This is an optimization exercise on Yosys and OpenROAD, whose aim is small area and a short achievable clock period, not a production implementation.
Function was checked by simulation only, so behaviour that the tests miss may differ from the original.
The flow treats the clock pin as an ideal source, which a real chip does not have.
Power is estimated from default activity; no workload was simulated.

==> flow/design.v <==
module memory_unit(
    input CLK, RESET,  
    input [3:0] ADDR,  
    input [7:0] DATA_IN,  
    input READ, WRITE,  
    input [7:0] SEARCH_KEY,  
    output reg [7:0] DATA_OUT,  
    output reg [7:0] SEARCH_RESULT  
);
reg [7:0] dasd_memory [0:15];  
reg [7:0] cam_key [0:7];       
wire we = !RESET && !READ && WRITE;
always @(posedge CLK) begin
    if (we) begin
        dasd_memory[ADDR] <= DATA_IN;
        if (!ADDR[3])
            cam_key[ADDR[2:0]] <= SEARCH_KEY;
    end
end
reg [7:0] search;
integer i;
always @(*) begin
    search = 8'd0;
    for (i = 0; i < 8; i = i + 1)
        if (cam_key[i] == SEARCH_KEY)
            search = dasd_memory[i];
end
always @(posedge CLK or posedge RESET) begin
    if (RESET) begin
        DATA_OUT <= 8'd0;
        SEARCH_RESULT <= 8'd0;
    end else if (READ) begin
        DATA_OUT <= dasd_memory[ADDR];
        SEARCH_RESULT <= search;
    end
end
endmodule
==> flow/flow/run.sh <==
#!/bin/bash
# Own layout flow: the standard synthesis, then the standard ORFS steps with
# extra make variables (flow/make_args.txt, one NAME=VALUE per line).
set -uo pipefail
here=$(cd "$(dirname "$0")" && pwd)
mapfile -t args < <(grep -v '^\s*#' "$here/make_args.txt" | grep -v '^\s*$')
printf '%s\n' "${args[@]}" > make_args_used.log
bash standard.sh synth > synth.log 2>&1 || exit 1
bash standard.sh "${args[@]}" finish > layout.log 2>&1
==> flow/flow/make_args.txt <==
MATCH_CELL_FOOTPRINT=0
BUFFER_PORTS_ARGS=-buffer_cell sky130_fd_sc_hd__buf_2
CTS_ARGS=-sink_clustering_enable -repair_clock_nets -dont_use_dummy_load
==> flow/standard.sh <==
#!/bin/bash
# synth_recipe.tcl (not shown) runs the flow's synth.tcl, then flattens the netlist and writes it again
# the make line also repeats each setting of config.mk as NAME=value (left out here)
make -C /OpenROAD-flow-scripts/flow DESIGN_CONFIG=/design/flow/config.mk WORK_HOME=/design/flow/orfs CLKGATE_MAP_FILE= SYNTH_SCRIPT=/design/flow/synth_recipe.tcl "${@:-finish}"
==> flow/config.mk <==
export PLATFORM = sky130hd
export DESIGN_NAME = memory_unit
export DESIGN_NICKNAME = memory_unit
export VERILOG_FILES = /design/flow/design.v
export SDC_FILE = /design/flow/constraint.sdc
export NUM_CORES = 4
export LEC_CHECK = 0
export CAP_MARGIN = 20
export CORE_MARGIN = 2
export CORE_UTILIZATION = 40
export SETUP_SLACK_MARGIN = 2.2
export SLEW_MARGIN = 20
==> flow/constraint.sdc <==
create_clock -name core_clock -period 4.0 [get_ports {CLK}]
set_input_delay 0.8000 -clock core_clock [delete_from_list [all_inputs] [get_ports {CLK}]]
set_output_delay 0.8000 -clock core_clock [all_outputs]
set_load 0.01 [all_outputs]
==> impl_metrics.env, run 1 <==
export IMPL_run_status="no timing/DRC/antenna violations"
export IMPL_timing_fmax_mhz=524
export IMPL_coreArea_um2=21900
export IMPL_yosysWarnings=1
export IMPL_end_kind="output port"
export IMPL_crit_required_ns=3.20
export IMPL_critPathLaunch="SEARCH_RESULT[6]"
export IMPL_grt_max_degree=18
export IMPL_stdcell_count=883
export IMPL_nFillCells=1736
export IMPL_crit_path_max_fanout=2
export IMPL_grt_usage_pct=20.4
export IMPL_fin_crit_sh_pct=47.7
export IMPL_dp_hpwl_um=13500
export IMPL_leakage_uw=0.00388
export IMPL_rows=54
export IMPL_clk_latency_ns=0.50
export IMPL_dp_cells=806
export IMPL_slew_headroom_pct=73.1
export IMPL_rsz0062_at_grt="true"
export IMPL_timing_rr_end="SEARCH_RESULT[7]"
export IMPL_peakVddDrop_mv=0.232
export IMPL_crit_path_end="SEARCH_RESULT[6]"
export IMPL_rr_worst_depth=8
export IMPL_ys_types=35
export IMPL_portBuffers=39
export IMPL_cp_slowest_stage_delay_ns=0.43
export IMPL_grt_overflow=0
export IMPL_setup_worst_path_class="reg2out"
export IMPL_drc=0
export IMPL_vias=5172
export IMPL_area_growth_pct=25.9
export IMPL_hold_viol=0
export IMPL_max_cap_violations=0
export IMPL_synth_nets=523
export IMPL_insertedDiodeCount=0
export IMPL_ant_nets=0
export IMPL_grt_pass1_wl_um=35100
export IMPL_min_path_type="in2async"
export IMPL_initial_core_util_pct=41.0
export IMPL_clockRootBuffer="clkbuf_16"
export IMPL_syn_inst=499
export IMPL_yosysSeqAreaShare_pct=68.7
export IMPL_antenna_found_initial=0
export IMPL_synth_cell_area_um2=8970
export IMPL_cts_reportedPaths_clkPinSlew_ns=0.06
export IMPL_ctsHoldBuffers=0
export IMPL_ctsLongestPathBuffers=3
export IMPL_fin_util_pct=51.6
export IMPL_crit_arrival_ns=1.11
export IMPL_drv_slew=0
export IMPL_tns_ns=0
export IMPL_die_x_um=154
export IMPL_cts_made_buffers=22
export IMPL_critPathSlowestCell="dfrtp_1"
export IMPL_reg2reg_from="cam_key[6][4]"
export IMPL_critPathLaunchType="flip-flop"
export IMPL_power_density_nw_per_um2=397
export IMPL_layout_min_cycle_time_ns=1.91
export IMPL_htree_num_levels=1
export IMPL_fp_dieArea_um2=23600
export IMPL_cpLargestDelayFamily="flip-flops"
export IMPL_worstPathCellList="buf_2"
export IMPL_worst_pin_slew_ns=0.403
export IMPL_avgSynthCellArea_um2=18.0
export IMPL_vias_per_cell=5.86
export IMPL_wl_per_cell_um=26.8
export IMPL_fp_dieH_um=154
export IMPL_ys_ff_latch=208
export IMPL_drive_gt1_share_pct=42.3
export IMPL_nNetsFinal=629
export IMPL_layout_common_cells="edfxtp_1 (192), xor2_1 (46), buf_4 (38), mux4_2 (37), clkbuf_16 (27)"
export IMPL_clock_skew_ns=0.0204
export IMPL_io_pins=40
export IMPL_grt_pass1_vias=5351
export IMPL_drtIter0Drc=556
export IMPL_cts_tree="done"
export IMPL_gp_congestion=0.786
export IMPL_setup_ws_ns=2.09
export IMPL_cp_num_buf_inv=1
export IMPL_ff2ff_setup_slack_ns=2.18
export IMPL_final_common_cell="edfxtp_1"
export IMPL_clock_sinks=208
export IMPL_dr_pass1_iters=5
export IMPL_cp_num_cells=1
export IMPL_dp_slack_ns=0.905
export IMPL_setup_viol=0
export IMPL_postRouteWirelength_um=23600
metrics by stage:
stage               instance area, um^2  total power, uW  hold slack (ns)
floorplan                          9250             2660            0.552
global placement                   9600             2740            0.496
detailed placement                 9600             2740            0.512
CTS                               11100             4500            0.429
global route                      11300             4610            0.448
finish                            11300             4490            0.432
registers in the layout, summed over array words and instances, names as in the netlist:
register	cells
dasd_memory	128
DATA_OUT	8
cam_key	64
SEARCH_RESULT	8
tightest hold or removal path: stages:
cell,delay [ns]
buf_2,0.15
clkinvlp_4,0.08
buf_4,0.29
worst min path at each step:
| stage | startpoint | to | slack, ns |
|---|---|---|---|
| after floorplan | DATA_OUT[0] | DATA_OUT[0] | 0.55 |
| after global placement | DATA_OUT[6] | DATA_OUT[6] | 0.50 |
| after detailed placement | DATA_OUT[6] | DATA_OUT[6] | 0.51 |
| after CTS | RESET | SEARCH_RESULT[4] | 0.43 |
| after global routing | RESET | SEARCH_RESULT[1] | 0.45 |
| final | RESET | SEARCH_RESULT[4] | 0.43 |
report_power, final:
group | internal, uW | switching [uW] | leakage, uW | total (uW)
clock | 963 | 732 | 0.000271 | 1690
combinational | 186 | 184 | 0.00168 | 370
sequential | 2400 | 17.1 | 0.00193 | 2420
per-layer routing:
layer	track usage, %	up-vias	wire length (um)
met2	33.1	255	11600
met4	6.82	0	652
met3	4.23	47	2180
li1	-	2193	-
met1	27.7	2677	9220
met5	0	-	0
repair_timing:
item	CTS	global route
cloned	6	0
buffers inserted	46	3
gates resized for setup	108	31
setup endpoints to repair	224	80
pin swaps	36	22
layout make-up:
class,count,area (um^2),area share (%)
Clock buffer,22,551,4.87
Sequential cell,208,6170,54.6
Timing Repair Buffer,109,1220,10.8
Inverter,2,15.0,0.133
Multi-Input combinational cell,262,3000,26.5
Tap cell,280,350,3.10
kinds of logic after synthesis:
| group | share of synthesized area (%) |
|---|---|
| xor gates and xnor gates | 6.25 |
| and+or+nand+nor | 5.95 |
| DFF | 68.7 |
| buffers and inverters | 2.06 |
| muxes | 13.6 |
| AOI/OAI and AO/OA | 3.46 |
cell usage after synthesis:
cell type	instances	area, um^2
xor2_1	48	420
o21ai_0	16	80.1
mux2_4	8	120
a2bb2oi_1	8	70.1
inv_1	1	3.75
nand4_1	6	37.5
buf_2	5	25.0
and4b_1	8	80.1
mux4_2	12	270
clkinv_1	1	3.75
edfxtp_1	192	5770
dfrtp_1	16	400
nor3b_1	1	7.51
and3_1	9	56.3
clkbuf_1	10	37.5
and2_1	1	6.26
nand2b_1	2	12.5
nor2_1	27	101
mux2_2	8	90.1
nor3_1	24	120
a22o_1	8	70.1
nor4_1	12	75.1
nand2_1	7	26.3
or2_2	1	6.26
clkbuf_8	1	13.8
o22a_1	8	70.1
a21oi_1	1	5.00
buf_8	3	45.0
mux4_1	28	736
xnor2_1	16	140
nand3_1	1	5.00
buf_1	3	11.3
buf_4	3	22.5
o211ai_1	2	15.0
buf_6	2	22.5
==> run 2: changes to the inputs <==
--- a/flow/config.mk
+++ b/flow/config.mk
@@ -8,5 +8,5 @@
 export CAP_MARGIN = 20
 export CORE_MARGIN = 2
 export CORE_UTILIZATION = 40
-export SETUP_SLACK_MARGIN = 2.2
+export SETUP_SLACK_MARGIN = 2.4
 export SLEW_MARGIN = 20
==> impl_metrics.env, run 2 <==
export IMPL_min_path_type="in2async"
export IMPL_yosysSeqAreaShare_pct=68.7
export IMPL_timing_fmax_mhz=521
export IMPL_insertedDiodeCount=0
export IMPL_tns_ns=0
export IMPL_synth_common_cells="edfxtp_1 (192), xor2_1 (48), mux4_1 (28)"
export IMPL_yosysWarnings=1
export IMPL_netlist_area_leader_share_pct=64.3
export IMPL_rows=54
export IMPL_largest_register_ffs=128
export IMPL_grt_pass1_wl_um=35500
export IMPL_gp_congestion=0.786
export IMPL_fp_dieH_um=154
export IMPL_hold_viol=0
export IMPL_setup_worst_path_class="in2reg"
export IMPL_layout_common_cells="edfxtp_1 (192), xor2_1 (46), mux4_2 (37), buf_4 (36), buf_6 (28)"
export IMPL_wl_per_cell_um=27.0
export IMPL_cts_reportedPaths_clkPinSlew_ns=0.06
export IMPL_met1_length_um=9400
export IMPL_synth_adder_area_share_pct=0
export IMPL_grt_overflow=0
export IMPL_end_kind="flip-flop"
export IMPL_dp_cells=806
export IMPL_vias=5209
export IMPL_antenna_found_initial=0
export IMPL_synth_area_mux_share_pct=13.6
export IMPL_crit_required_ns=4.42
export IMPL_ant_nets=0
export IMPL_nNetsFinal=637
export IMPL_rsz0062_at_grt="true"
export IMPL_synth_cell_area_um2=8970
export IMPL_drtIter0Drc=569
export IMPL_fin_util_pct=52.3
export IMPL_synthArstFlopShare_pct=7.69
export IMPL_vias_per_cell=5.85
export IMPL_clockRootBuffer="clkbuf_16"
export IMPL_synth_nets=523
export IMPL_rr_worst_depth=8
export IMPL_grt_max_degree=18
export IMPL_crit_arrival_ns=2.34
export IMPL_cts_tree="done"
export IMPL_fp_dieArea_um2=23600
export IMPL_avgSynthCellArea_um2=18.0
export IMPL_whs_ns=0.441
export IMPL_cts_made_buffers=22
export IMPL_io_pins=40
export IMPL_dr_pass1_iters=4
export IMPL_peakVddDrop_mv=0.234
export IMPL_ctsLongestPathBuffers=3
export IMPL_synth_compound_area_share_pct=3.46
export IMPL_reg2reg_from="cam_key[6][4]"
export IMPL_ff2ff_setup_slack_ns=2.16
export IMPL_die_x_um=154
export IMPL_initial_core_util_pct=41.0
export IMPL_drv_slew=0
export IMPL_synth_ff_type="edfxtp_1"
export IMPL_synthXorXnorAreaFrac_pct=6.25
export IMPL_ctsHoldBuffers=0
export IMPL_htree_num_levels=1
export IMPL_synth_edf_count=192
export IMPL_critPathLaunchType="input port"
export IMPL_ys_ff_latch=208
export IMPL_dp_hpwl_um=13500
export IMPL_synth_top_family_by_area="multiplexers"
export IMPL_power_density_nw_per_um2=392
export IMPL_syn_inst=499
export IMPL_leakage_uw=0.00394
export IMPL_yosys_area_top_type="edfxtp_1"
export IMPL_wl_met2_um=11800
export IMPL_drive_gt1_share_pct=42.6
export IMPL_max_cap_violations=0
export IMPL_timing_rr_end="SEARCH_RESULT[1]"
export IMPL_worst_pin_slew_ns=0.369
export IMPL_synthSimpleGateAreaFrac_pct=5.95
export IMPL_stdcell_count=891
export IMPL_largest_register="dasd_memory"
export IMPL_synth_top_cells_by_area="edfxtp_1 (64%), mux4_1 (8.2%), xor2_1 (4.7%), dfrtp_1 (4.5%), mux4_2 (3.0%)"
export IMPL_grt_usage_pct=20.6
export IMPL_coreArea_um2=21900
export IMPL_fin_crit_sh_pct=48.0
export IMPL_ys_types=35
export IMPL_top_layer_used="met4"
export IMPL_slew_headroom_pct=75.4
export IMPL_area_growth_pct=27.7
export IMPL_clk_latency_ns=0.51
export IMPL_clock_sinks=208
export IMPL_layout_min_cycle_time_ns=1.92
export IMPL_dr_wl_met3_um=2020
export IMPL_run_status="no timing/DRC/antenna violations"
export IMPL_setup_viol=0
export IMPL_yosysMostFrequentCell="edfxtp_1"
export IMPL_grt_pass1_vias=5440
export IMPL_portBuffers=39
export IMPL_clock_skew_ns=0.0256
export IMPL_postRouteWirelength_um=24000
export IMPL_final_common_cell="edfxtp_1"
export IMPL_drc=0
export IMPL_crit_path_max_fanout=8
## run 2: cell counts after synthesis
Identical to the previous run, type by type.
## run 2: worst max path at each step
| stage | from | endpoint | slack (ns) | cells after the start |
|---|---|---|---|---|
| after detailed placement | SEARCH_KEY[2] | SEARCH_RESULT[1] | 0.91 | 7 |
| after floorplan | ADDR[0] | DATA_OUT[7] | 1.63 | 5 |
| after global routing | SEARCH_KEY[7] | SEARCH_RESULT[5] | 2.03 | 9 |
| final | SEARCH_KEY[6] | SEARCH_RESULT[7] | 2.08 | 9 |
| after global placement | ADDR[0] | DATA_OUT[7] | 0.73 | 4 |
| after CTS | SEARCH_KEY[6] | SEARCH_RESULT[0] | 2.06 | 9 |
## run 2: layout make-up
class | instances | area (um^2)
inverter | 2 | 15.0
timing repair buffer | 117 | 1370
sequential | 208 | 6170
fill | 1723 | 10400
tap | 280 | 350
clock buffer | 22 | 551
multi-input combinational | 262 | 3000
## run 2: through the flow
stage          total power (uW)  instance area, um^2  setup slack, ns
6_report                   4490                11500             2.08
5_1_grt                    4620                11500             2.03
4_1_cts                    4500                11300             2.06
3_5_place_dp               2740                 9600            0.905
3_3_place_gp               2740                 9600            0.727
2_1_floorplan              2660                 9250             1.63
## run 2: power by group
part | leakage [uW] | internal, uW | switching, uW | total, uW
Clock | 0.000271 | 962 | 729 | 1690
Combinational | 0.00174 | 189 | 187 | 376
Sequential | 0.00193 | 2400 | 17.1 | 2420
Total | 0.00394 | 3560 | 933 | 4490
## run 2: cells by family after synthesis
| family | Yosys count |
|---|---|
| flops | 208 |
| simple gates | 99 |
| xor+xnor | 64 |
| mux | 56 |
| compound gates | 43 |
| buf+inv | 29 |
## run 2: worst max-delay path: stages
cell and delay (ns):
buf_12 0.11, buf_4 0.13, buf_4 0.15, xor2_2 0.17, nor4_2 0.21, and3_4 0.38
a22o_1 0.20, nor2_1 0.06, a2bb2oi_2 0.11
## run 2: routing by layer
| layer | GRT usage, % | vias up |
|---|---|---|
| li1 | - | 2209 |
| met1 | 27.7 | 2696 |
| met2 | 33.4 | 255 |
| met3 | 4.43 | 49 |
| met4 | 7.30 | 0 |
| met5 | 0 | - |
## run 2: timing repair
item	4_1_cts	5_1_grt
pin swaps	39	28
resized for setup	124	23
cloned	6	0
setup endpoints to repair	224	207
setup buffers	53	4
==> run 3: changes to the inputs <==
==> flow/flow/make_args.txt (replaced) <==
MATCH_CELL_FOOTPRINT=0
BUFFER_PORTS_ARGS=-buffer_cell sky130_fd_sc_hd__buf_2
CTS_ARGS=-sink_clustering_enable -repair_clock_nets -dont_use_dummy_load -buf_list sky130_fd_sc_hd__clkbuf_16 -sink_clustering_size 30 -sink_clustering_max_diameter 100
--- a/flow/config.mk
+++ b/flow/config.mk
@@ -8,5 +8,5 @@
 export CAP_MARGIN = 20
 export CORE_MARGIN = 2
 export CORE_UTILIZATION = 40
-export SETUP_SLACK_MARGIN = 2.4
+export SETUP_SLACK_MARGIN = 2.2
 export SLEW_MARGIN = 20
==> impl_metrics.env, run 3 <==
export IMPL_grt_overflow=0
export IMPL_cpLargestDelayFamily="simple AND/OR/NAND/NOR gates"
export IMPL_coreArea_um2=21900
export IMPL_largest_register="dasd_memory"
export IMPL_htree_num_levels=1
export IMPL_fin_crit_sh_pct=48.8
export IMPL_crit_arrival_ns=2.34
export IMPL_synth_edf_count=192
export IMPL_clk_latency_ns=0.48
export IMPL_nNetsFinal=613
export IMPL_fin_area_um2=11000
export IMPL_synth_nets=523
export IMPL_clock_skew_ns=0.0335
export IMPL_drive_gt1_share_pct=41.2
export IMPL_drtIter0Drc=480
export IMPL_grt_usage_pct=20.0
export IMPL_crit_path_frequent_cell="buf_12"
export IMPL_drv_slew=0
export IMPL_min_path_type="in2async"
export IMPL_dr_pass1_iters=5
export IMPL_vias=5063
export IMPL_peakVddDrop_mv=0.219
export IMPL_worstPathCellList="buf_12 > xor2_2 > nor4_4 > nand2_2 > buf_12 > o211ai_1 > buf_6 > nor2_1 > a2bb2oi_2"
export IMPL_fp_dieArea_um2=23600
export IMPL_dp_cells=806
export IMPL_critPathLaunchType="input port"
export IMPL_syn_inst=499
export IMPL_yosysWarnings=1
export IMPL_end_kind="flip-flop"
export IMPL_setup_worst_path_class="in2reg"
export IMPL_crit_path_max_fanout=16
export IMPL_fp_dieH_um=154
export IMPL_avgSynthCellArea_um2=18.0
export IMPL_layout_common_cells="edfxtp_1 (192), xor2_1 (43), mux4_2 (38), buf_4 (36), buf_2 (21)"
export IMPL_rsz0062_at_grt="true"
export IMPL_leakage_uw=0.00371
export IMPL_insertedDiodeCount=0
export IMPL_ys_ff_latch=208
export IMPL_run_status="no timing/DRC/antenna violations"
export IMPL_worst_pin_slew_ns=0.413
export IMPL_die_x_um=154
export IMPL_postRouteWirelength_um=23300
export IMPL_ys_types=35
export IMPL_cts_made_buffers=10
export IMPL_hold_viol=0
export IMPL_gp_congestion=0.786
export IMPL_synth_cell_area_um2=8970
export IMPL_cts_tree="done"
export IMPL_vias_per_cell=5.84
export IMPL_wl_per_cell_um=26.8
export IMPL_cp_slowest_stage_delay_ns=0.32
export IMPL_io_pins=40
export IMPL_grt_max_degree=31
export IMPL_clock_sinks=208
export IMPL_ctsLongestPathBuffers=3
export IMPL_antenna_found_initial=0
export IMPL_dp_hpwl_um=13500
export IMPL_dpl_instance_area_um2=9600
export IMPL_portBuffers=39
export IMPL_synth_ff_type="edfxtp_1"
export IMPL_ant_nets=0
export IMPL_synth_top_cells_by_area="edfxtp_1 (64%), mux4_1 (8.2%), xor2_1 (4.7%), dfrtp_1 (4.5%), mux4_2 (3.0%)"
export IMPL_timing_fmax_mhz=512
export IMPL_initial_core_util_pct=41.0
export IMPL_layout_min_cycle_time_ns=1.95
export IMPL_critPathSlowestCell="nor4_4"
export IMPL_drc=0
export IMPL_rows=54
export IMPL_grt_pass1_wl_um=34500
export IMPL_max_cap_violations=0
export IMPL_yosysMostFrequentCell="edfxtp_1"
export IMPL_cts_reportedPaths_clkPinSlew_ns=0.12
export IMPL_clockRootBuffer="clkbuf_16"
export IMPL_slew_headroom_pct=72.5
export IMPL_synth_common_cells="edfxtp_1 (192), xor2_1 (48), mux4_1 (28)"
export IMPL_tns_ns=0
export IMPL_largest_register_ffs=128
export IMPL_crit_required_ns=4.39
export IMPL_cp_num_buf_inv=3
export IMPL_netlist_area_leader_share_pct=64.3
export IMPL_yosys_area_top_type="edfxtp_1"
export IMPL_stdcell_count=867
export IMPL_setup_viol=0
export IMPL_grt_pass1_vias=5237
export IMPL_yosysSeqAreaShare_pct=68.7
export IMPL_final_common_cell="edfxtp_1"
export IMPL_area_growth_pct=22.9
export IMPL_synthArstFlopShare_pct=7.69
export IMPL_power_density_nw_per_um2=350
[run 3: cell counts after synthesis]
Identical to the previous run, type by type.
[run 3: what timing repair did]
action / in CTS / in global routing
resized for setup: 118 / 25
hold endpoints to repair: 0 / 0
hold buffers: 0 / 0
endpoints found under the setup margin: 224 / 73
pin swaps: 38 / 11
setup buffers: 42 / 2
gates cloned: 6 / 1
[run 3: final cells by class]
cell class,count,area (um^2)
Sequential cell,208,6170
Multi-Input combinational cell,262,3050
Timing Repair Buffer,105,1190
Clock buffer,10,250
Inverter,2,15.0
Fill cell,1763,10900
Tap cell,280,350
[run 3: kinds of logic after synthesis]
logic type / synth area share [%]
DFF: 68.7
and+or+nand+nor: 5.95
xor gates and xnor gates: 6.25
muxes: 13.6
AOI/OAI and AO/OA: 3.46
buffers and inverters: 2.06
[run 3: per-layer routing]
layer  routed length [um]  part of all wire (%)  global-route usage, %
met3                 1920                   8.3                   3.18
met5                    0                     0                      0
met2                11500                    49                   33.4
met4                  789                   3.4                   6.33
met1                 9070                    39                   27.2
[run 3: per-stage QoR]
stage	util, %	worst slack (ns)	hold WS [ns]	power [uW]
detailed placement	43.8	0.905	0.512	2740
CTS	49.6	2.08	0.440	3880
floorplan	-	1.63	0.552	2660
finish	50.4	2.05	0.444	3860
global route	50.4	1.99	0.446	3980
global placement	43.8	0.727	0.496	2740
[run 3: power breakdown]
group	internal (uW)	total, uW	switching [uW]
combinational	186	372	186
clock	454	1080	621
sequential	2400	2420	17.3
total	3040	3860	825
[run 3: worst paths after layout]
| kind | start | end | slack, ns | depth (start not counted) |
|---|---|---|---|---|
| worst max-delay path | SEARCH_KEY[4] | SEARCH_RESULT[7] | 2.05 | 9 |
| worst min-delay path | RESET | DATA_OUT[3] | 0.44 | 3 |
| worst max register to register | cam_key[6][4] | SEARCH_RESULT[7] | 2.06 | 8 |
| worst min register to register | DATA_OUT[5] | DATA_OUT[5] | 0.60 | 2 |
| max in group asynchronous | RESET | DATA_OUT[4] | 3.29 | 3 |
| min in group core_clock | SEARCH_KEY[6] | cam_key[5][6] | 0.56 | 1 |
[run 3: worst register-to-register path, stage by stage (launching register included)]
cell and delay (ns):
edfxtp_1 0.43, xor2_2 0.21, nor4_4 0.32, nand2_2 0.19, buf_12 0.20, o211ai_1 0.11, buf_6 0.23, nor2_1 0.08
a2bb2oi_2 0.12
==> run 4: changes to the inputs <==
==> flow/flow/make_args.txt (replaced) <==
MATCH_CELL_FOOTPRINT=0
BUFFER_PORTS_ARGS=-buffer_cell sky130_fd_sc_hd__buf_2
CTS_ARGS=-sink_clustering_enable -repair_clock_nets -dont_use_dummy_load -buf_list sky130_fd_sc_hd__clkbuf_8 -sink_clustering_size 16 -sink_clustering_max_diameter 50
==> impl_metrics.env, run 4 <==
export IMPL_drive_gt1_share_pct=41.9
export IMPL_fin_crit_sh_pct=48.7
export IMPL_syn_inst=499
export IMPL_ctsHoldBuffers=0
export IMPL_synthArstFlopShare_pct=7.69
export IMPL_stdcell_count=884
export IMPL_peakVddDrop_mv=0.169
export IMPL_cp_slowest_stage_delay_ns=0.43
export IMPL_dpl_instance_area_um2=9600
export IMPL_io_pins=40
export IMPL_run_status="no timing/DRC/antenna violations"
export IMPL_max_cap_violations=0
export IMPL_ys_types=35
export IMPL_ant_nets=0
export IMPL_final_common_cell="edfxtp_1"
export IMPL_setup_viol=0
export IMPL_setup_worst_path_class="reg2out"
export IMPL_dr_pass1_iters=5
export IMPL_grt_pass1_vias=5362
export IMPL_dp_cells=806
export IMPL_cp_num_buf_inv=1
export IMPL_clockRootBuffer="clkbuf_8"
export IMPL_timing_fmax_mhz=513
export IMPL_avgSynthCellArea_um2=18.0
export IMPL_drc=0
export IMPL_synth_nets=523
export IMPL_worstPathCellList="buf_2"
export IMPL_min_path_type="in2async"
export IMPL_crit_required_ns=3.20
export IMPL_initial_core_util_pct=41.0
export IMPL_hold_viol=0
export IMPL_worst_pin_slew_ns=0.398
export IMPL_ctsLongestPathBuffers=3
export IMPL_leakage_uw=0.00372
export IMPL_postRouteWirelength_um=23300
export IMPL_yosysWarnings=1
export IMPL_synth_edf_count=192
export IMPL_wl_per_cell_um=26.4
export IMPL_layout_common_cells="edfxtp_1 (192), buf_4 (47), xor2_1 (46), mux4_2 (40), clkbuf_8 (22)"
export IMPL_power_density_nw_per_um2=360
export IMPL_clk_latency_ns=0.56
export IMPL_insertedDiodeCount=0
export IMPL_clock_skew_ns=0.0643
export IMPL_cts_reportedPaths_clkPinSlew_ns=0.08
export IMPL_grt_max_degree=21
export IMPL_critPathLaunchType="flip-flop"
export IMPL_area_growth_pct=22.2
export IMPL_ys_ff_latch=208
export IMPL_drtIter0Drc=473
export IMPL_crit_arrival_ns=1.15
export IMPL_grt_usage_pct=19.9
export IMPL_die_x_um=154
export IMPL_nFillCells=1784
export IMPL_yosys_area_top_type="edfxtp_1"
export IMPL_dp_hpwl_um=13500
export IMPL_largest_register_ffs=128
export IMPL_antenna_found_initial=0
export IMPL_cts_made_buffers=22
export IMPL_slew_headroom_pct=73.4
export IMPL_yosysMostFrequentCell="edfxtp_1"
export IMPL_largest_register="dasd_memory"
export IMPL_synth_cell_area_um2=8970
export IMPL_synth_common_cells="edfxtp_1 (192), xor2_1 (48), mux4_1 (28)"
export IMPL_cts_tree="done"
export IMPL_grt_pass1_wl_um=34600
export IMPL_tns_ns=0
export IMPL_portBuffers=39
export IMPL_end_kind="output port"
export IMPL_netlist_area_leader_share_pct=64.3
export IMPL_crit_path_max_fanout=2
export IMPL_critPathSlowestCell="dfrtp_1"
export IMPL_cpLargestDelayFamily="flip-flops"
export IMPL_nNetsFinal=630
export IMPL_rows=54
export IMPL_synth_ff_type="edfxtp_1"
export IMPL_vias_per_cell=5.82
export IMPL_rsz0062_at_grt="true"
export IMPL_fp_dieArea_um2=23600
export IMPL_synth_top_cells_by_area="edfxtp_1 (64%), mux4_1 (8.2%), xor2_1 (4.7%), dfrtp_1 (4.5%), mux4_2 (3.0%)"
export IMPL_gp_congestion=0.786
export IMPL_drv_slew=0
export IMPL_coreArea_um2=21900
export IMPL_fp_dieH_um=154
export IMPL_vias=5143
export IMPL_total_power_uw=3940
export IMPL_grt_overflow=0
export IMPL_yosysSeqAreaShare_pct=68.7
export IMPL_layout_min_cycle_time_ns=1.95
export IMPL_fin_area_um2=11000
export IMPL_htree_num_levels=1
export IMPL_clock_sinks=208
-- run 4: kinds of logic (layout without fill, tap and decap cells) --
kind of cell           after synthesis  count (layout)  synth area share [%]
flip-flops                         208             208                  68.7
AND/OR/NAND/NOR                     99              99                  5.95
XOR/XNOR                            64              64                  6.25
multiplexers                        56              56                  13.6
AO/OA/AOI/OAI                       43              43                  3.46
buffers and inverters               29             134                  2.06
-- run 4: stage by stage --
step | hold WS (ns) | utilization [%] | setup slack (ns)
6_report | 0.386 | 50.1 | 2.05
2_1_floorplan | 0.552 | - | 1.63
3_5_place_dp | 0.512 | 43.8 | 0.905
4_1_cts | 0.371 | 49.4 | 2.02
5_1_grt | 0.391 | 50.1 | 2.01
3_3_place_gp | 0.496 | 43.8 | 0.727
-- run 4: layer usage --
metal	wire length, um	part of all wire (%)	vias up	track usage (%)
met3	1840	7.9	54	3.33
met2	11400	49	230	33.0
li1	-	-	2178	-
met5	0	0	-	0
met1	9330	40	2681	27.0
met4	722	3.1	0	6.64
-- run 4: final cells by class --
class	count	area, um^2	area share (%)
Inverter	2	15.0	0.137
Tap cell	280	350	3.20
Timing Repair Buffer	110	1150	10.5
Clock buffer	22	303	2.76
Sequential cell	208	6170	56.3
Multi-Input combinational cell	262	2980	27.2
-- run 4: repair_timing --
action | in CTS | in global routing
cloned | 3 | 2
resized for setup | 100 | 22
pin swaps | 39 | 14
hold endpoints to repair | 0 | 0
setup buffers | 49 | 2
endpoints found under the setup margin | 224 | 81
-- run 4: power breakdown --
group	switching [uW]	leakage [uW]	total, uW	internal (uW)
logic	184	0.00163	361	177
registers	16.9	0.00193	2420	2400
clock network	673	0.000158	1160	490
-- run 4: worst paths after layout --
| check | start | end | slack (ns) | cells past startpoint |
|---|---|---|---|---|
| max in group asynchronous | RESET | DATA_OUT[7] | 3.32 | 3 |
| worst min register to register | DATA_OUT[5] | DATA_OUT[5] | 0.59 | 2 |
| worst min-delay path | RESET | SEARCH_RESULT[4] | 0.39 | 3 |
| worst max-delay path | SEARCH_RESULT[6] | SEARCH_RESULT[6] | 2.05 | 1 |
| min in group core_clock | SEARCH_KEY[6] | cam_key[5][6] | 0.49 | 1 |
| worst max register to register | cam_key[6][7] | SEARCH_RESULT[5] | 2.18 | 7 |
==> run 5: changes to the inputs <==
--- a/flow/config.mk
+++ b/flow/config.mk
@@ -7,6 +7,6 @@
 export LEC_CHECK = 0
 export CAP_MARGIN = 20
 export CORE_MARGIN = 2
-export CORE_UTILIZATION = 40
+export CORE_UTILIZATION = 60
 export SETUP_SLACK_MARGIN = 2.2
 export SLEW_MARGIN = 20
==> impl_metrics.env, run 5 <==
export IMPL_layout_min_cycle_time_ns=2.03
export IMPL_ctsHoldBuffers=0
export IMPL_clk_latency_ns=0.52
export IMPL_power_density_nw_per_um2=358
export IMPL_min_path_type="in2async"
export IMPL_netlist_area_leader_share_pct=64.3
export IMPL_ys_types=35
export IMPL_critPathLaunch="SEARCH_KEY[7]"
export IMPL_cts_tree="done"
export IMPL_drtIter0Drc=685
export IMPL_grt_pass1_wl_um=33400
export IMPL_fin_area_um2=10900
export IMPL_vias_per_cell=6.60
export IMPL_io_pins=40
export IMPL_grt_usage_pct=28.9
export IMPL_yosysWarnings=1
export IMPL_slew_headroom_pct=68.5
export IMPL_worst_pin_slew_ns=0.473
export IMPL_critPathLaunchType="input port"
export IMPL_synth_edf_count=192
export IMPL_area_growth_pct=21.2
export IMPL_total_power_uw=3900
export IMPL_hold_viol=0
export IMPL_dr_pass1_iters=5
export IMPL_cts_reportedPaths_clkPinSlew_ns=0.10
export IMPL_peakVddDrop_mv=0.309
export IMPL_synth_common_cells="edfxtp_1 (192), xor2_1 (48), mux4_1 (28)"
export IMPL_wl_per_cell_um=29.2
export IMPL_nNetsFinal=635
export IMPL_setup_worst_path_class="in2reg"
export IMPL_synthArstFlopShare_pct=7.69
export IMPL_htree_num_levels=1
export IMPL_coreArea_um2=14600
export IMPL_die_x_um=126
export IMPL_crit_path_end="SEARCH_RESULT[4]"
export IMPL_grt_max_degree=36
export IMPL_initial_core_util_pct=61.5
export IMPL_largest_register="dasd_memory"
export IMPL_gp_congestion=0.882
export IMPL_busiest_layer="met2"
export IMPL_grt_pass1_vias=5285
export IMPL_leakage_uw=0.00376
export IMPL_nFillCells=889
export IMPL_avgSynthCellArea_um2=18.0
export IMPL_clock_skew_ns=0.0353
export IMPL_use_met1_pct=40.7
export IMPL_vias=5230
export IMPL_drive_gt1_share_pct=44.8
export IMPL_end_kind="flip-flop"
export IMPL_setup_viol=0
export IMPL_crit_required_ns=4.43
export IMPL_grt_overflow=0
export IMPL_ant_nets=0
export IMPL_ff2ff_setup_slack_ns=2.00
export IMPL_largest_register_ffs=128
export IMPL_crit_path_max_fanout=9
export IMPL_dp_hpwl_um=13000
export IMPL_rr_worst_depth=6
export IMPL_yosysSeqAreaShare_pct=68.7
export IMPL_antenna_found_initial=0
export IMPL_layout_common_cells="edfxtp_1 (192), buf_4 (56), xor2_1 (44), mux4_2 (40)"
export IMPL_rows=44
export IMPL_ys_ff_latch=208
export IMPL_fin_crit_sh_pct=50.8
export IMPL_synth_nets=523
export IMPL_drc=0
export IMPL_final_common_cell="edfxtp_1"
export IMPL_yosys_area_top_type="edfxtp_1"
export IMPL_insertedDiodeCount=0
export IMPL_fp_dieArea_um2=15900
export IMPL_drv_slew=0
export IMPL_dpl_instance_area_um2=9470
export IMPL_syn_inst=499
export IMPL_tns_ns=0
export IMPL_clock_sinks=208
export IMPL_run_status="no timing/DRC/antenna violations"
export IMPL_rsz0062_at_grt="true"
export IMPL_crit_arrival_ns=2.46
export IMPL_timing_rr_end="SEARCH_RESULT[4]"
export IMPL_setup_ws_ns=1.97
export IMPL_grt_use_met2_pct=45.6
export IMPL_clockRootBuffer="clkbuf_8"
export IMPL_reg2reg_from="cam_key[5][7]"
export IMPL_synth_ff_type="edfxtp_1"
export IMPL_ctsLongestPathBuffers=3
export IMPL_cts_made_buffers=21
export IMPL_portBuffers=39
export IMPL_synth_top_cells_by_area="edfxtp_1 (64%), mux4_1 (8.2%), xor2_1 (4.7%), dfrtp_1 (4.5%), mux4_2 (3.0%)"
export IMPL_dp_slack_ns=0.812
export IMPL_use_met3_pct=5.86
export IMPL_postRouteWirelength_um=23100
export IMPL_fin_util_pct=74.5
export IMPL_timing_fmax_mhz=492
export IMPL_yosysMostFrequentCell="edfxtp_1"
export IMPL_synth_cell_area_um2=8970
export IMPL_max_cap_violations=0
export IMPL_fp_dieH_um=126
## run 5: changes by cell type in the layout (fill, tap and decap cells not counted), moves of 3 or more
cell     delta
buf_12      -8
buf_4       +9
nor2_1      -4
nor3_1      -9
nor3_2      +7
o21ai_0     +3
o21ai_1     -4
## run 5: cell type report
type	instances	area [um^2]	area share (%)
clock buffers	21	289	2.66
inverters	2	15.0	0.138
multi-input cells	262	3040	27.9
flip-flops and latches	208	6170	56.7
well taps	184	230	2.12
repair buffers	116	1140	10.4
## run 5: logic make-up (layout without fill, tap and decap cells)
group           Yosys count  count (layout)  synth area share, %
compound gates           43              43                 3.46
xor+xnor                 64              64                 6.25
buf+inv                  29             139                 2.06
flops                   208             208                 68.7
mux                      56              56                 13.6
simple gates             99              99                 5.95
## run 5: worst min-delay path by stage
stage | startpoint | end | slack, ns
after floorplan | DATA_OUT[0] | DATA_OUT[0] | 0.55
after global placement | DATA_OUT[6] | DATA_OUT[6] | 0.51
after detailed placement | DATA_OUT[6] | DATA_OUT[6] | 0.50
after CTS | RESET | DATA_OUT[1] | 0.43
after global routing | RESET | SEARCH_RESULT[0] | 0.46
final | RESET | SEARCH_RESULT[0] | 0.47
## run 5: power breakdown
part           total [uW]  leakage [uW]  internal, uW  switching [uW]
Combinational         364       0.00167           176             188
Clock                1110      0.000151           469             645
Sequential           2420       0.00193          2400            18.6
## run 5: per-layer routing
layer,vias up,share of wire [%]
li1,2188,-
met1,2712,40
met2,261,48
met3,69,8.3
met4,0,3.4
met5,-,0
## run 5: per-stage QoR
stage / hold WS [ns] / instances
after floorplan: 0.552 / 499
after global placement: 0.510 / 707
after detailed placement: 0.503 / 707
after CTS: 0.432 / 774
after global routing: 0.460 / 793
final: 0.468 / 793
## run 5: repair_timing
action	4_1_cts	5_1_grt
pin swaps	32	22
endpoints found under the setup margin	224	117
cloned	5	1
setup buffers	41	18
endpoints found under the hold margin	0	0
resized for setup	92	47
## run 5: worst max-delay path, stage by stage
cell,delay (ns)
buf_16,0.13
xor2_2,0.17
nor4_2,0.34
nand2_2,0.24
and4b_1,0.29
nor3_2,0.30
a2bb2oi_2,0.19
==> run 6: changes to the inputs <==
--- a/flow/config.mk
+++ b/flow/config.mk
@@ -7,6 +7,7 @@
 export LEC_CHECK = 0
 export CAP_MARGIN = 20
 export CORE_MARGIN = 2
-export CORE_UTILIZATION = 60
+export CORE_UTILIZATION = 70
+export PLACE_DENSITY = 0.8
 export SETUP_SLACK_MARGIN = 2.2
 export SLEW_MARGIN = 20
==> impl_metrics.env, run 6 <==
export IMPL_clock_skew_ns=0.0442
export IMPL_largest_register="dasd_memory"
export IMPL_nFillCells=520
export IMPL_switching_power_uw=878
export IMPL_peakVddDrop_mv=0.342
export IMPL_portBuffers=39
export IMPL_clock_sinks=208
export IMPL_switching_share_pct=22.8
export IMPL_layout_min_cycle_time_ns=2.04
export IMPL_grt_pass1_wl_um=32800
export IMPL_area_growth_pct=20.2
export IMPL_yosys_area_top_type="edfxtp_1"
export IMPL_layout_common_cells="edfxtp_1 (192), buf_4 (50), xor2_1 (46), mux4_2 (36), buf_2 (21)"
export IMPL_hold_viol=0
export IMPL_clk_latency_ns=0.52
export IMPL_ys_ff_latch=208
export IMPL_grt_overflow=0
export IMPL_ant_nets=0
export IMPL_gp_congestion=0.877
export IMPL_drtIter0Drc=728
export IMPL_ys_types=35
export IMPL_grt_usage_pct=33.6
export IMPL_slew_headroom_pct=69.6
export IMPL_fp_dieArea_um2=13700
export IMPL_avgSynthCellArea_um2=18.0
export IMPL_dr_pass1_iters=5
export IMPL_synth_cell_area_um2=8970
export IMPL_die_x_um=117
export IMPL_yosysMostFrequentCell="edfxtp_1"
export IMPL_rows=41
export IMPL_grt_use_met2_pct=51.1
export IMPL_insertedDiodeCount=0
export IMPL_antenna_found_initial=0
export IMPL_crit_required_ns=4.38
export IMPL_synth_ff_type="edfxtp_1"
export IMPL_use_met1_pct=47.8
export IMPL_drv_slew=0
export IMPL_synth_top_cells_by_area="edfxtp_1 (64%), mux4_1 (8.2%), xor2_1 (4.7%), dfrtp_1 (4.5%), mux4_2 (3.0%)"
export IMPL_postRouteWirelength_um=23300
export IMPL_nNetsFinal=625
export IMPL_synth_nets=523
export IMPL_drive_gt1_share_pct=41.7
export IMPL_run_status="no timing/DRC/antenna violations"
export IMPL_min_path_type="in2async"
export IMPL_seq_power_share_pct=62.7
export IMPL_yosysWarnings=1
export IMPL_vias_per_cell=7.08
export IMPL_pwr_share_clk_pct=27.6
export IMPL_max_cap_violations=0
export IMPL_initial_core_util_pct=71.4
export IMPL_dp_hpwl_um=13000
export IMPL_netlist_area_leader_share_pct=64.3
export IMPL_clockRootBuffer="clkbuf_8"
export IMPL_power_density_nw_per_um2=358
export IMPL_fp_dieH_um=117
export IMPL_fin_crit_sh_pct=50.9
export IMPL_htree_num_levels=1
export IMPL_use_met3_pct=9.11
export IMPL_dp_cells=693
export IMPL_ctsLongestPathBuffers=3
export IMPL_p_int_uw=2980
export IMPL_cts_tree="done"
export IMPL_setup_worst_path_class="in2reg"
export IMPL_wl_per_cell_um=30.2
export IMPL_rsz0062_at_grt="true"
export IMPL_synth_edf_count=192
export IMPL_synthArstFlopShare_pct=7.69
export IMPL_cts_reportedPaths_clkPinSlew_ns=0.12
export IMPL_worst_pin_slew_ns=0.456
export IMPL_setup_viol=0
export IMPL_crit_path_max_fanout=16
export IMPL_timing_fmax_mhz=491
export IMPL_leakage_uw=0.00371
export IMPL_combPwrFrac_pct=9.7
export IMPL_syn_inst=499
export IMPL_drc=0
export IMPL_grt_pass1_vias=5400
export IMPL_tns_ns=0
export IMPL_synth_common_cells="edfxtp_1 (192), xor2_1 (48), mux4_1 (28)"
export IMPL_crit_arrival_ns=2.41
export IMPL_grt_max_degree=36
export IMPL_critPathLaunchType="input port"
export IMPL_largest_register_ffs=128
export IMPL_stdcell_count=771
export IMPL_cts_made_buffers=18
export IMPL_vias=5456
export IMPL_yosysSeqAreaShare_pct=68.7
export IMPL_end_kind="flip-flop"
export IMPL_io_pins=40
export IMPL_coreArea_um2=12600
export IMPL_busiest_layer="met2"
export IMPL_final_common_cell="edfxtp_1"
run 6: cell counts after synthesis:
No cell type changed its count.
run 6: timing repair:
item | CTS | global route
setup endpoints to repair | 224 | 157
setup buffers | 36 | 19
hold buffers | 0 | 0
pin swaps | 28 | 23
cloned | 5 | 0
resized for setup | 93 | 34
run 6: layout make-up:
type / count / area, um^2 / share of cell area (%)
clock buffer: 18 / 248 / 2.30
tap: 172 / 215 / 2.00
inverter: 2 / 15.0 / 0.139
timing repair buffer: 107 / 1080 / 10.0
multi-input combinational: 264 / 3060 / 28.4
sequential: 208 / 6170 / 57.2
run 6: logic make-up (layout without fill, tap and decap cells):
group / after synthesis / in the layout / share of synthesized area [%]
DFF: 208 / 208 / 68.7
and+or+nand+nor: 99 / 101 / 5.95
xor gates and xnor gates: 64 / 64 / 6.25
muxes: 56 / 56 / 13.6
AOI/OAI and AO/OA: 43 / 43 / 3.46
buffers and inverters: 29 / 127 / 2.06
run 6: final timing paths:
check	from	endpoint	slack (ns)	cells after the start
setup reg to reg	cam_key[6][1]	SEARCH_RESULT[2]	2.00	7
hold / removal	RESET	DATA_OUT[5]	0.39	3
max in group asynchronous	RESET	DATA_OUT[6]	3.35	3
hold reg to reg	DATA_OUT[0]	DATA_OUT[0]	0.52	1
setup / recovery	SEARCH_KEY[3]	SEARCH_RESULT[5]	1.96	8
min in group core_clock	DATA_OUT[0]	DATA_OUT[0]	0.52	1
run 6: power by group through the flow:
stage               clock network, uW  registers (uW)  logic (uW)
finish                           1070            2420         373
global route                     1130            2420         389
CTS                              1050            2410         335
detailed placement                  0            2460         276
global placement                    0            2460         268
floorplan                           0            2470         189
run 6: worst max-delay path: stages:
cell	delay, ns
buf_6	0.14
xor2_1	0.18
nor4_2	0.34
nand2_2	0.12
buf_12	0.17
mux2_2	0.30
o21ai_1	0.25
a2bb2oi_2	0.10
run 6: metal layers:
layer | wire length [um] | vias to the layer above
li1 | - | 2176
met1 | 8330 | 2735
met2 | 11200 | 450
met3 | 2860 | 95
met4 | 879 | 0
met5 | 0 | -
run 6: through the flow:
step / worst slack (ns) / area (um^2) / total power, uW / hold WS (ns) / util [%]
3_5_place_dp: 0.872 / 9440 / 2740 / 0.488 / 75.1
3_3_place_gp: 0.969 / 9440 / 2730 / 0.492 / 75.1
6_report: 1.96 / 10800 / 3860 / 0.393 / 85.8
4_1_cts: 2.04 / 10400 / 3800 / 0.389 / 83.1
2_1_floorplan: 1.63 / 9250 / 2660 / 0.552 / -
5_1_grt: 1.95 / 10800 / 3940 / 0.399 / 85.8
==> run 7: changes to the inputs <==
==> flow/flow/run.sh (replaced) <==
#!/bin/bash
# Own layout flow: the standard synthesis, then the standard ORFS steps with
# extra make variables (flow/make_args.txt, one NAME=VALUE per line; @FLOW@ is
# replaced by this folder's absolute path, for hook scripts).
set -uo pipefail
here=$(cd "$(dirname "$0")" && pwd)
mapfile -t args < <(grep -v '^\s*#' "$here/make_args.txt" | grep -v '^\s*$' | sed "s#@FLOW@#$here#g")
printf '%s\n' "${args[@]}" > make_args_used.log
bash standard.sh synth > synth.log 2>&1 || exit 1
bash standard.sh "${args[@]}" finish > layout.log 2>&1
==> flow/flow/make_args.txt (replaced) <==
MATCH_CELL_FOOTPRINT=0
BUFFER_PORTS_ARGS=-buffer_cell sky130_fd_sc_hd__buf_2
CTS_ARGS=-sink_clustering_enable -repair_clock_nets -dont_use_dummy_load -buf_list sky130_fd_sc_hd__clkbuf_8 -sink_clustering_size 16 -sink_clustering_max_diameter 50
PRE_CTS_TCL=@FLOW@/pre_cts.tcl
RECOVER_POWER=100
==> flow/flow/pre_cts.tcl (new file) <==
# Upsize the output registers and the output port buffers: the paths from the
# output registers to the ports are the slowest in the design.
foreach inst [get_cells -filter "ref_name == sky130_fd_sc_hd__dfrtp_1"] {
  replace_cell $inst sky130_fd_sc_hd__dfrtp_4
}
foreach port [get_ports {DATA_OUT* SEARCH_RESULT*}] {
  foreach pin [get_pins -of_objects [get_nets -of_objects $port] -filter "direction == output"] {
    replace_cell [get_cells -of_objects $pin] sky130_fd_sc_hd__buf_4
  }
}
--- a/flow/config.mk
+++ b/flow/config.mk
@@ -7,7 +7,6 @@
 export LEC_CHECK = 0
 export CAP_MARGIN = 20
 export CORE_MARGIN = 2
-export CORE_UTILIZATION = 70
-export PLACE_DENSITY = 0.8
+export CORE_UTILIZATION = 40
 export SETUP_SLACK_MARGIN = 2.2
 export SLEW_MARGIN = 20
==> impl_metrics.env, run 7 <==
export IMPL_synth_cell_area_um2=8970
export IMPL_synth_adder_area_share_pct=0
export IMPL_haltStage="clock tree synthesis (4_1_cts)"
export IMPL_run_status="did not finish"
export IMPL_yosys_area_top_type="edfxtp_1"
export IMPL_synth_area_mux_share_pct=13.6
export IMPL_rows=54
export IMPL_netlist_area_leader_share_pct=64.3
export IMPL_avgSynthCellArea_um2=18.0
export IMPL_yosysSeqAreaShare_pct=68.7
export IMPL_error="[ERROR STA-0100] unsupported object type Port."
export IMPL_synth_ff_type="edfxtp_1"
export IMPL_fp_dieH_um=154
export IMPL_gp_congestion=0.786
export IMPL_io_pins=40
export IMPL_dp_hpwl_um=13500
export IMPL_initial_core_util_pct=41.0
export IMPL_synth_compound_area_share_pct=3.46
export IMPL_synth_nets=523
export IMPL_synth_common_cells="edfxtp_1 (192), xor2_1 (48), mux4_1 (28)"
export IMPL_synth_edf_count=192
export IMPL_die_x_um=154
export IMPL_ys_types=35
export IMPL_synthSimpleGateAreaFrac_pct=5.95
export IMPL_yosysWarnings=1
export IMPL_syn_inst=499
export IMPL_portBuffers=39
export IMPL_dp_cells=806
export IMPL_ys_ff_latch=208
export IMPL_synthArstFlopShare_pct=7.69
export IMPL_synthXorXnorAreaFrac_pct=6.25
export IMPL_yosysMostFrequentCell="edfxtp_1"
export IMPL_synth_top_cells_by_area="edfxtp_1 (64%), mux4_1 (8.2%), xor2_1 (4.7%), dfrtp_1 (4.5%), mux4_2 (3.0%)"
export IMPL_synth_top_family_by_area="multiplexers"
run 7: through the flow:
| step | setup WS, ns | instance area (um^2) |
|---|---|---|
| after floorplan | 1.63 | 9250 |
| after global placement | 0.727 | 9600 |
| after detailed placement | 0.905 | 9600 |
run 7: how the worst max path moves through the flow:
| stage | endpoint | slack (ns) | cells after the start |
|---|---|---|---|
| floorplan | DATA_OUT[7] | 1.63 | 5 |
| global placement | DATA_OUT[7] | 0.73 | 4 |
| detailed placement | SEARCH_RESULT[1] | 0.91 | 7 |
run 7: cell families after synthesis:
group | Yosys count
flops | 208
buf+inv | 29
simple gates | 99
xor+xnor | 64
compound gates | 43
mux | 56
run 7: power by group through the flow:
stage / Clock (uW) / Sequential [uW] / Combinational, uW
after floorplan: 0 / 2470 / 189
after global placement: 0 / 2460 / 270
after detailed placement: 0 / 2470 / 276
==> run 8: changes to the inputs <==
==> flow/flow/make_args.txt (replaced) <==
MATCH_CELL_FOOTPRINT=0
BUFFER_PORTS_ARGS=-buffer_cell sky130_fd_sc_hd__buf_2
CTS_ARGS=-sink_clustering_enable -repair_clock_nets -dont_use_dummy_load -buf_list sky130_fd_sc_hd__clkbuf_8 -sink_clustering_size 16 -sink_clustering_max_diameter 50
PRE_CTS_TCL=@FLOW@/pre_cts.tcl
==> impl_metrics.env, run 8 <==
export IMPL_synthXorXnorAreaFrac_pct=6.25
export IMPL_yosysMostFrequentCell="edfxtp_1"
export IMPL_ys_ff_latch=208
export IMPL_synth_compound_area_share_pct=3.46
export IMPL_synth_top_family_by_area="multiplexers"
export IMPL_synth_adder_area_share_pct=0
export IMPL_die_x_um=154
export IMPL_synth_nets=523
export IMPL_synth_cell_area_um2=8970
export IMPL_run_status="did not finish"
export IMPL_haltStage="clock tree synthesis (4_1_cts)"
export IMPL_yosysWarnings=1
export IMPL_synth_common_cells="edfxtp_1 (192), xor2_1 (48), mux4_1 (28)"
export IMPL_dp_cells=806
export IMPL_synth_ff_type="edfxtp_1"
export IMPL_error="[ERROR STA-0100] unsupported object type Port."
export IMPL_synth_edf_count=192
export IMPL_synthArstFlopShare_pct=7.69
export IMPL_initial_core_util_pct=41.0
export IMPL_yosysSeqAreaShare_pct=68.7
export IMPL_gp_congestion=0.786
export IMPL_ys_types=35
export IMPL_synth_top_cells_by_area="edfxtp_1 (64%), mux4_1 (8.2%), xor2_1 (4.7%), dfrtp_1 (4.5%), mux4_2 (3.0%)"
export IMPL_yosys_area_top_type="edfxtp_1"
export IMPL_syn_inst=499
export IMPL_avgSynthCellArea_um2=18.0
export IMPL_portBuffers=39
export IMPL_dp_slack_ns=0.905
export IMPL_synthSimpleGateAreaFrac_pct=5.95
export IMPL_fp_dieH_um=154
export IMPL_netlist_area_leader_share_pct=64.3
export IMPL_io_pins=40
export IMPL_dp_hpwl_um=13500
export IMPL_synth_area_mux_share_pct=13.6
export IMPL_rows=54
==> run 8: cell counts after synthesis <==
No cell type changed its count.
==> run 8: power groups by stage <==
stage               registers (uW)  logic, uW  clock network (uW)
floorplan                     2470        189                   0
global placement              2460        270                   0
detailed placement            2470        276                   0
==> run 8: through the flow <==
step | area [um^2] | utilization, %
detailed placement | 9600 | 43.8
floorplan | 9250 | -
global placement | 9600 | 43.8
==> run 8: worst min-delay path by stage <==
stage / slack [ns] / endpoint / cells after the start / from
3_5_place_dp: 0.51 / DATA_OUT[6] / 1 / DATA_OUT[6]
2_1_floorplan: 0.55 / DATA_OUT[0] / 1 / DATA_OUT[0]
3_3_place_gp: 0.50 / DATA_OUT[6] / 1 / DATA_OUT[6]
==> run 8: cell families after synthesis <==
| group | Yosys count |
|---|---|
| flops | 208 |
| simple gates | 99 |
| xor+xnor | 64 |
| mux | 56 |
| compound gates | 43 |
| buf+inv | 29 |
==> run 9: changes to the inputs <==
==> flow/flow/pre_cts.tcl (replaced) <==
# Upsize the output registers and the output port buffers: the paths from the
# output registers to the ports are the slowest in the design.
set block [ord::get_db_block]
set master_ff [[ord::get_db] findMaster sky130_fd_sc_hd__dfrtp_4]
set master_buf [[ord::get_db] findMaster sky130_fd_sc_hd__buf_4]
foreach inst [$block getInsts] {
  if {[[$inst getMaster] getName] eq "sky130_fd_sc_hd__dfrtp_1"} {
    $inst swapMaster $master_ff
  }
}
foreach bterm [$block getBTerms] {
  if {[$bterm getIoType] ne "OUTPUT"} { continue }
  foreach iterm [[$bterm getNet] getITerms] {
    if {[$iterm isOutputSignal]} { [$iterm getInst] swapMaster $master_buf }
  }
}
==> impl_metrics.env, run 9 <==
export IMPL_vias_per_cell=5.79
export IMPL_cpLargestDelayFamily="flip-flops"
export IMPL_grt_pass1_wl_um=35000
export IMPL_synth_cell_area_um2=8970
export IMPL_syn_inst=499
export IMPL_gp_congestion=0.786
export IMPL_ys_types=35
export IMPL_layout_min_cycle_time_ns=2.00
export IMPL_grt_overflow=0
export IMPL_pwr_share_clk_pct=29.3
export IMPL_drc=0
export IMPL_seqCellArea_um2=6230
export IMPL_tns_ns=0
export IMPL_min_path_type="in2async"
export IMPL_rsz0062_at_grt="true"
export IMPL_cp_num_buf_inv=1
export IMPL_crit_arrival_ns=1.20
export IMPL_largest_register_ffs=128
export IMPL_drive_gt1_share_pct=45.9
export IMPL_synthArstFlopShare_pct=7.69
export IMPL_slew_headroom_pct=73.6
export IMPL_initial_core_util_pct=41.0
export IMPL_cts_made_buffers=22
export IMPL_netlist_area_leader_share_pct=64.3
export IMPL_portBuffers=39
export IMPL_synth_ff_type="edfxtp_1"
export IMPL_switching_power_uw=876
export IMPL_antenna_found_initial=0
export IMPL_cp_slowest_stage_delay_ns=0.51
export IMPL_insertedDiodeCount=0
export IMPL_multi_input_area_um2=3010
export IMPL_yosys_area_top_type="edfxtp_1"
export IMPL_nFillCells=1744
export IMPL_yosysWarnings=1
export IMPL_yosysSeqAreaShare_pct=68.7
export IMPL_largest_register="dasd_memory"
export IMPL_synth_top_cells_by_area="edfxtp_1 (64%), mux4_1 (8.2%), xor2_1 (4.7%), dfrtp_1 (4.5%), mux4_2 (3.0%)"
export IMPL_fin_crit_sh_pct=50.0
export IMPL_ant_nets=0
export IMPL_ctsHoldBuffers=0
export IMPL_clock_sinks=208
export IMPL_hold_viol=0
export IMPL_cts_tree="done"
export IMPL_synth_common_cells="edfxtp_1 (192), xor2_1 (48), mux4_1 (28)"
export IMPL_die_x_um=154
export IMPL_drtIter0Drc=435
export IMPL_synth_edf_count=192
export IMPL_worst_pin_slew_ns=0.395
export IMPL_power_density_nw_per_um2=354
export IMPL_clock_skew_ns=0.0575
export IMPL_end_kind="output port"
export IMPL_whs_ns=0.379
export IMPL_setup_viol=0
export IMPL_worstPathCellList="buf_6"
export IMPL_run_status="no timing/DRC/antenna violations"
export IMPL_wl_per_cell_um=26.4
export IMPL_io_pins=40
export IMPL_setup_worst_path_class="reg2out"
export IMPL_area_growth_pct=25.1
export IMPL_grt_max_degree=18
export IMPL_crit_path_max_fanout=2
export IMPL_ys_ff_latch=208
export IMPL_seq_power_share_pct=61.2
export IMPL_nNetsFinal=636
export IMPL_avgSynthCellArea_um2=18.0
export IMPL_cts_reportedPaths_clkPinSlew_ns=0.07
export IMPL_peakVddDrop_mv=0.170
export IMPL_switching_share_pct=22.1
export IMPL_grt_pass1_vias=5365
export IMPL_clk_latency_ns=0.56
export IMPL_coreArea_um2=21900
export IMPL_drv_slew=0
export IMPL_timing_fmax_mhz=500
export IMPL_fp_dieArea_um2=23600
export IMPL_fp_dieH_um=154
export IMPL_rows=54
export IMPL_vias=5153
export IMPL_yosysMostFrequentCell="edfxtp_1"
export IMPL_dr_pass1_iters=5
export IMPL_grt_usage_pct=20.2
export IMPL_layout_common_cells="edfxtp_1 (192), buf_4 (50), xor2_1 (46), mux4_2 (40), buf_6 (28)"
export IMPL_dpl_instance_area_um2=9600
export IMPL_crit_required_ns=3.20
export IMPL_leakage_uw=0.00378
export IMPL_p_int_uw=3090
export IMPL_dp_hpwl_um=13500
export IMPL_postRouteWirelength_um=23500
export IMPL_synth_nets=523
export IMPL_critPathSlowestCell="dfrtp_4"
export IMPL_combPwrFrac_pct=9.5
export IMPL_fin_area_um2=11200
export IMPL_critPathLaunchType="flip-flop"
export IMPL_final_common_cell="edfxtp_1"
export IMPL_total_power_uw=3970
export IMPL_max_cap_violations=0
run 9: cell counts after synthesis:
No cell type changed its count.
run 9: worst register-to-register path, cell delays in order (launching register included):
cell,delay [ns]
edfxtp_1,0.38
xor2_1,0.18
nor4_2,0.37
nand2_2,0.11
buf_12,0.17
o211ai_1,0.11
buf_6,0.21
nor2_1,0.06
a2bb2oi_1,0.16
run 9: metal layers:
| metal | routed length, um | global-route usage [%] | share of wire [%] | vias up |
|---|---|---|---|---|
| met3 | 1720 | 3.80 | 7.3 | 50 |
| met5 | 0 | 0 | 0 | - |
| met1 | 9490 | 27.3 | 40 | 2688 |
| met4 | 725 | 7.38 | 3.1 | 0 |
| li1 | - | - | - | 2195 |
| met2 | 11600 | 33.0 | 49 | 220 |
run 9: worst paths after layout:
check | from | endpoint | slack [ns] | cells after the start
setup / recovery | DATA_OUT[4] | DATA_OUT[4] | 2.00 | 1
hold / removal | RESET | SEARCH_RESULT[4] | 0.38 | 3
setup reg to reg | cam_key[6][7] | SEARCH_RESULT[2] | 2.18 | 8
hold reg to reg | DATA_OUT[1] | DATA_OUT[1] | 0.62 | 1
max in group asynchronous | RESET | DATA_OUT[7] | 3.30 | 3
min in group core_clock | SEARCH_KEY[6] | cam_key[5][6] | 0.49 | 1
run 9: repair_timing:
action	4_1_cts	5_1_grt
cloned	5	1
setup buffers	46	10
gates resized for setup	108	31
pin swaps	42	19
endpoints found under the setup margin	224	70
run 9: layout make-up:
cell class,instances,share of cell area (%)
tap,280,3.12
multi-input combinational,262,26.8
clock buffer,22,2.70
inverter,2,0.134
timing repair buffer,116,11.8
sequential,208,55.5
run 9: logic make-up (layout without fill, tap and decap cells):
family	Yosys count	count (layout)	share of synthesized area, %
AOI/OAI and AO/OA	43	43	3.46
xor gates and xnor gates	64	64	6.25
buffers and inverters	29	140	2.06
DFF	208	208	68.7
muxes	56	56	13.6
and+or+nand+nor	99	99	5.95
run 9: power by group through the flow:
| stage | Combinational, uW | Sequential, uW | Clock (uW) |
|---|---|---|---|
| global route | 400 | 2430 | 1270 |
| floorplan | 189 | 2470 | 0 |
| finish | 376 | 2430 | 1160 |
| global placement | 270 | 2460 | 0 |
| CTS | 362 | 2430 | 1190 |
| detailed placement | 276 | 2470 | 0 |
run 9: through the flow:
stage | instances | util, % | worst slack [ns]
after floorplan | 499 | - | 1.63
after global placement | 806 | 43.8 | 0.727
after detailed placement | 806 | 43.8 | 0.905
after CTS | 879 | 50.2 | 1.98
after global routing | 890 | 51.3 | 1.97
final | 890 | 51.3 | 2.00
==> run 10: changes to the inputs <==
==> flow/flow/make_args.txt (replaced) <==
MATCH_CELL_FOOTPRINT=0
BUFFER_PORTS_ARGS=-buffer_cell sky130_fd_sc_hd__buf_2
CTS_ARGS=-sink_clustering_enable -repair_clock_nets -dont_use_dummy_load -buf_list sky130_fd_sc_hd__clkbuf_8 -sink_clustering_size 16 -sink_clustering_max_diameter 50
PRE_CTS_TCL=@FLOW@/pre_cts.tcl
RECOVER_POWER=100
==> impl_metrics.env, run 10 <==
export IMPL_setup_viol=0
export IMPL_antenna_found_initial=0
export IMPL_netlist_area_leader_share_pct=64.3
export IMPL_initial_core_util_pct=41.0
export IMPL_layout_common_cells="edfxtp_1 (192), clkbuf_1 (69), xor2_1 (46), mux4_2 (40), buf_4 (23)"
export IMPL_cts_tree="done"
export IMPL_fin_area_um2=10500
export IMPL_synth_common_cells="edfxtp_1 (192), xor2_1 (48), mux4_1 (28)"
export IMPL_clock_sinks=208
export IMPL_ys_ff_latch=208
export IMPL_synth_ff_type="edfxtp_1"
export IMPL_reg2reg_from="cam_key[6][2]"
export IMPL_leakage_uw=0.00337
export IMPL_portBuffers=39
export IMPL_area_growth_pct=17.1
export IMPL_drv_slew=0
export IMPL_worstPathCellList="clkbuf_1 > clkinvlp_4 > clkbuf_1 > nand3_1 > nor3_1 > clkdlybuf4s25_1"
export IMPL_ctsHoldBuffers=0
export IMPL_max_cap_violations=0
export IMPL_ys_types=35
export IMPL_coreArea_um2=21900
export IMPL_final_common_cell="edfxtp_1"
export IMPL_critPathSlowestCell="clkdlybuf4s25_1"
export IMPL_yosys_area_top_type="edfxtp_1"
export IMPL_synth_nets=523
export IMPL_worst_pin_slew_ns=1.24
export IMPL_whs_ns=0.603
export IMPL_end_kind="flip-flop"
export IMPL_io_pins=40
export IMPL_hold_viol=0
export IMPL_vias_per_cell=5.79
export IMPL_clk_latency_ns=0.55
export IMPL_synth_edf_count=192
export IMPL_largest_register_ffs=128
export IMPL_crit_path_end="dasd_memory[1][7]"
export IMPL_crit_path_max_fanout=12
export IMPL_fp_dieH_um=154
export IMPL_ant_nets=0
export IMPL_die_x_um=154
export IMPL_fp_dieArea_um2=23600
export IMPL_wl_per_cell_um=26.6
export IMPL_yosysMostFrequentCell="edfxtp_1"
export IMPL_power_density_nw_per_um2=372
export IMPL_insertedDiodeCount=0
export IMPL_clock_skew_ns=0.0607
export IMPL_nFillCells=1877
export IMPL_drive_gt1_share_pct=29.5
export IMPL_layout_min_cycle_time_ns=2.88
export IMPL_ff2ff_setup_slack_ns=1.99
export IMPL_crit_path_frequent_cell="clkbuf_1"
export IMPL_fin_util_pct=48.0
export IMPL_vias=5149
export IMPL_synth_cell_area_um2=8970
export IMPL_drtIter0Drc=422
export IMPL_crit_required_ns=4.16
export IMPL_cts_reportedPaths_clkPinSlew_ns=0.07
export IMPL_timing_fmax_mhz=347
export IMPL_grt_usage_pct=20.2
export IMPL_timing_rr_end="SEARCH_RESULT[1]"
export IMPL_holdCritStartpoint="DATA_OUT[1]"
export IMPL_dr_pass1_iters=5
export IMPL_grt_pass1_wl_um=35000
export IMPL_grt_pass1_vias=5365
export IMPL_dp_slack_ns=0.905
export IMPL_largest_register="dasd_memory"
export IMPL_peakVddDrop_mv=0.169
export IMPL_postRouteWirelength_um=23700
export IMPL_rsz0062_at_grt="true"
export IMPL_slew_headroom_pct=17.3
export IMPL_dpl_instance_area_um2=9600
export IMPL_tns_ns=0
export IMPL_cp_slowest_stage_delay_ns=0.53
export IMPL_gp_congestion=0.786
export IMPL_setup_worst_path_class="in2reg"
export IMPL_dp_hpwl_um=13500
export IMPL_cts_made_buffers=22
export IMPL_synth_top_cells_by_area="edfxtp_1 (64%), mux4_1 (8.2%), xor2_1 (4.7%), dfrtp_1 (4.5%), mux4_2 (3.0%)"
export IMPL_run_status="no timing/DRC/antenna violations"
export IMPL_crit_arrival_ns=3.04
export IMPL_min_path_type="reg2reg"
export IMPL_syn_inst=499
export IMPL_critPathLaunch="READ"
export IMPL_yosysWarnings=1
export IMPL_fin_crit_sh_pct=72.0
export IMPL_grt_max_degree=18
export IMPL_rows=54
export IMPL_yosysSeqAreaShare_pct=68.7
export IMPL_avgSynthCellArea_um2=18.0
export IMPL_nNetsFinal=636
export IMPL_rr_worst_depth=7
export IMPL_grt_overflow=0
export IMPL_critPathLaunchType="input port"
export IMPL_synthArstFlopShare_pct=7.69
export IMPL_setup_ws_ns=1.12
export IMPL_drc=0
-- run 10: cell counts after synthesis --
Identical to the previous run, type by type.
-- run 10: report_power, final --
part	internal (uW)	switching, uW	total, uW
sequential	2410	16.4	2430
clock	490	674	1160
combinational	142	174	316
total	3040	864	3910
-- run 10: area by class of cell --
type	count	area, um^2	area share (%)
repair buffers	116	831	7.91
clock buffers	22	303	2.88
inverters	2	15.0	0.143
well taps	280	350	3.33
flip-flops and latches	208	6230	59.3
multi-input cells	262	2780	26.5
-- run 10: kinds of logic after synthesis --
group           Yosys count  share of synthesized area, %
compound gates           43                          3.46
xor+xnor                 64                          6.25
buf+inv                  29                          2.06
flops                   208                          68.7
mux                      56                          13.6
simple gates             99                          5.95
-- run 10: per-stage QoR --
step,power (uW),instances
after floorplan,2660,499
after global placement,2740,806
after detailed placement,2740,806
after CTS,3980,879
after global routing,4030,890
final,3910,890
-- run 10: how the worst min path moves through the flow --
stage | to | cells after the start
detailed placement | DATA_OUT[6] | 1
global route | DATA_OUT[1] | 1
floorplan | DATA_OUT[0] | 1
global placement | DATA_OUT[6] | 1
finish | DATA_OUT[1] | 1
CTS | SEARCH_RESULT[6] | 3
-- run 10: per-layer routing --
metal	vias up	routed length (um)	global-route usage [%]
li1	2191	-	-
met1	2687	9760	27.3
met2	226	11600	33.0
met3	45	1660	3.80
met4	0	655	7.38
met5	-	0	0
-- run 10: critical path: cells and delay by family --
kind / cells / cell delay, ns
buf+inv: 4 / 1.62
simple gates: 2 / 0.63
-- run 10: what timing repair did --
action	in CTS	in global routing
resized for setup	108	31
gates cloned	5	1
pin swaps	42	19
setup endpoints to repair	224	70
buffers inserted	46	10

separate check: timing with driven ports:
The results above use ideal ports. As a check the final layouts listed here were re-extracted and re-timed, cells and wires unchanged. Step 1: set_driving_cell puts a clkbuf_16 on CLK and a buf_2 on each other input, an assumption about the parent block. Step 2 times the ports against the registers' clock, not the clock port: input delays grow and output delays shrink by t, the midpoint of the rising clock arrivals with the driver on. Three values: ideal, step 1, step 2; two values: the first two.
run	shift t [ns]	setup slack, ns	latest minus earliest clock arrival (ns)	worst register clock-pin slew, ns
run 1	0.536	2.091 / 1.885 / 1.349	0.028 / 0.028	0.06 / 0.06
run 2	0.540	2.080 / 1.861 / 1.321	0.030 / 0.030	0.06 / 0.06
run 3	0.507	2.048 / 1.859 / 1.352	0.036 / 0.036	0.12 / 0.12
run 4	0.568	2.052 / 1.937 / 1.369	0.078 / 0.077	0.09 / 0.09
run 5	0.545	1.969 / 1.871 / 1.326	0.041 / 0.041	0.10 / 0.10
run 6	0.532	1.963 / 1.877 / 1.345	0.045 / 0.045	0.12 / 0.12
run 9	0.570	2.000 / 1.925 / 1.355	0.072 / 0.072	0.09 / 0.09
run 10	0.569	1.118 / 1.056 / 0.487	0.075 / 0.074	0.09 / 0.09
After both steps setup and hold are still met in every run listed. The setup slack of run 2, which loses most, moves by -0.219 ns with the drivers and by -0.759 ns with both steps.
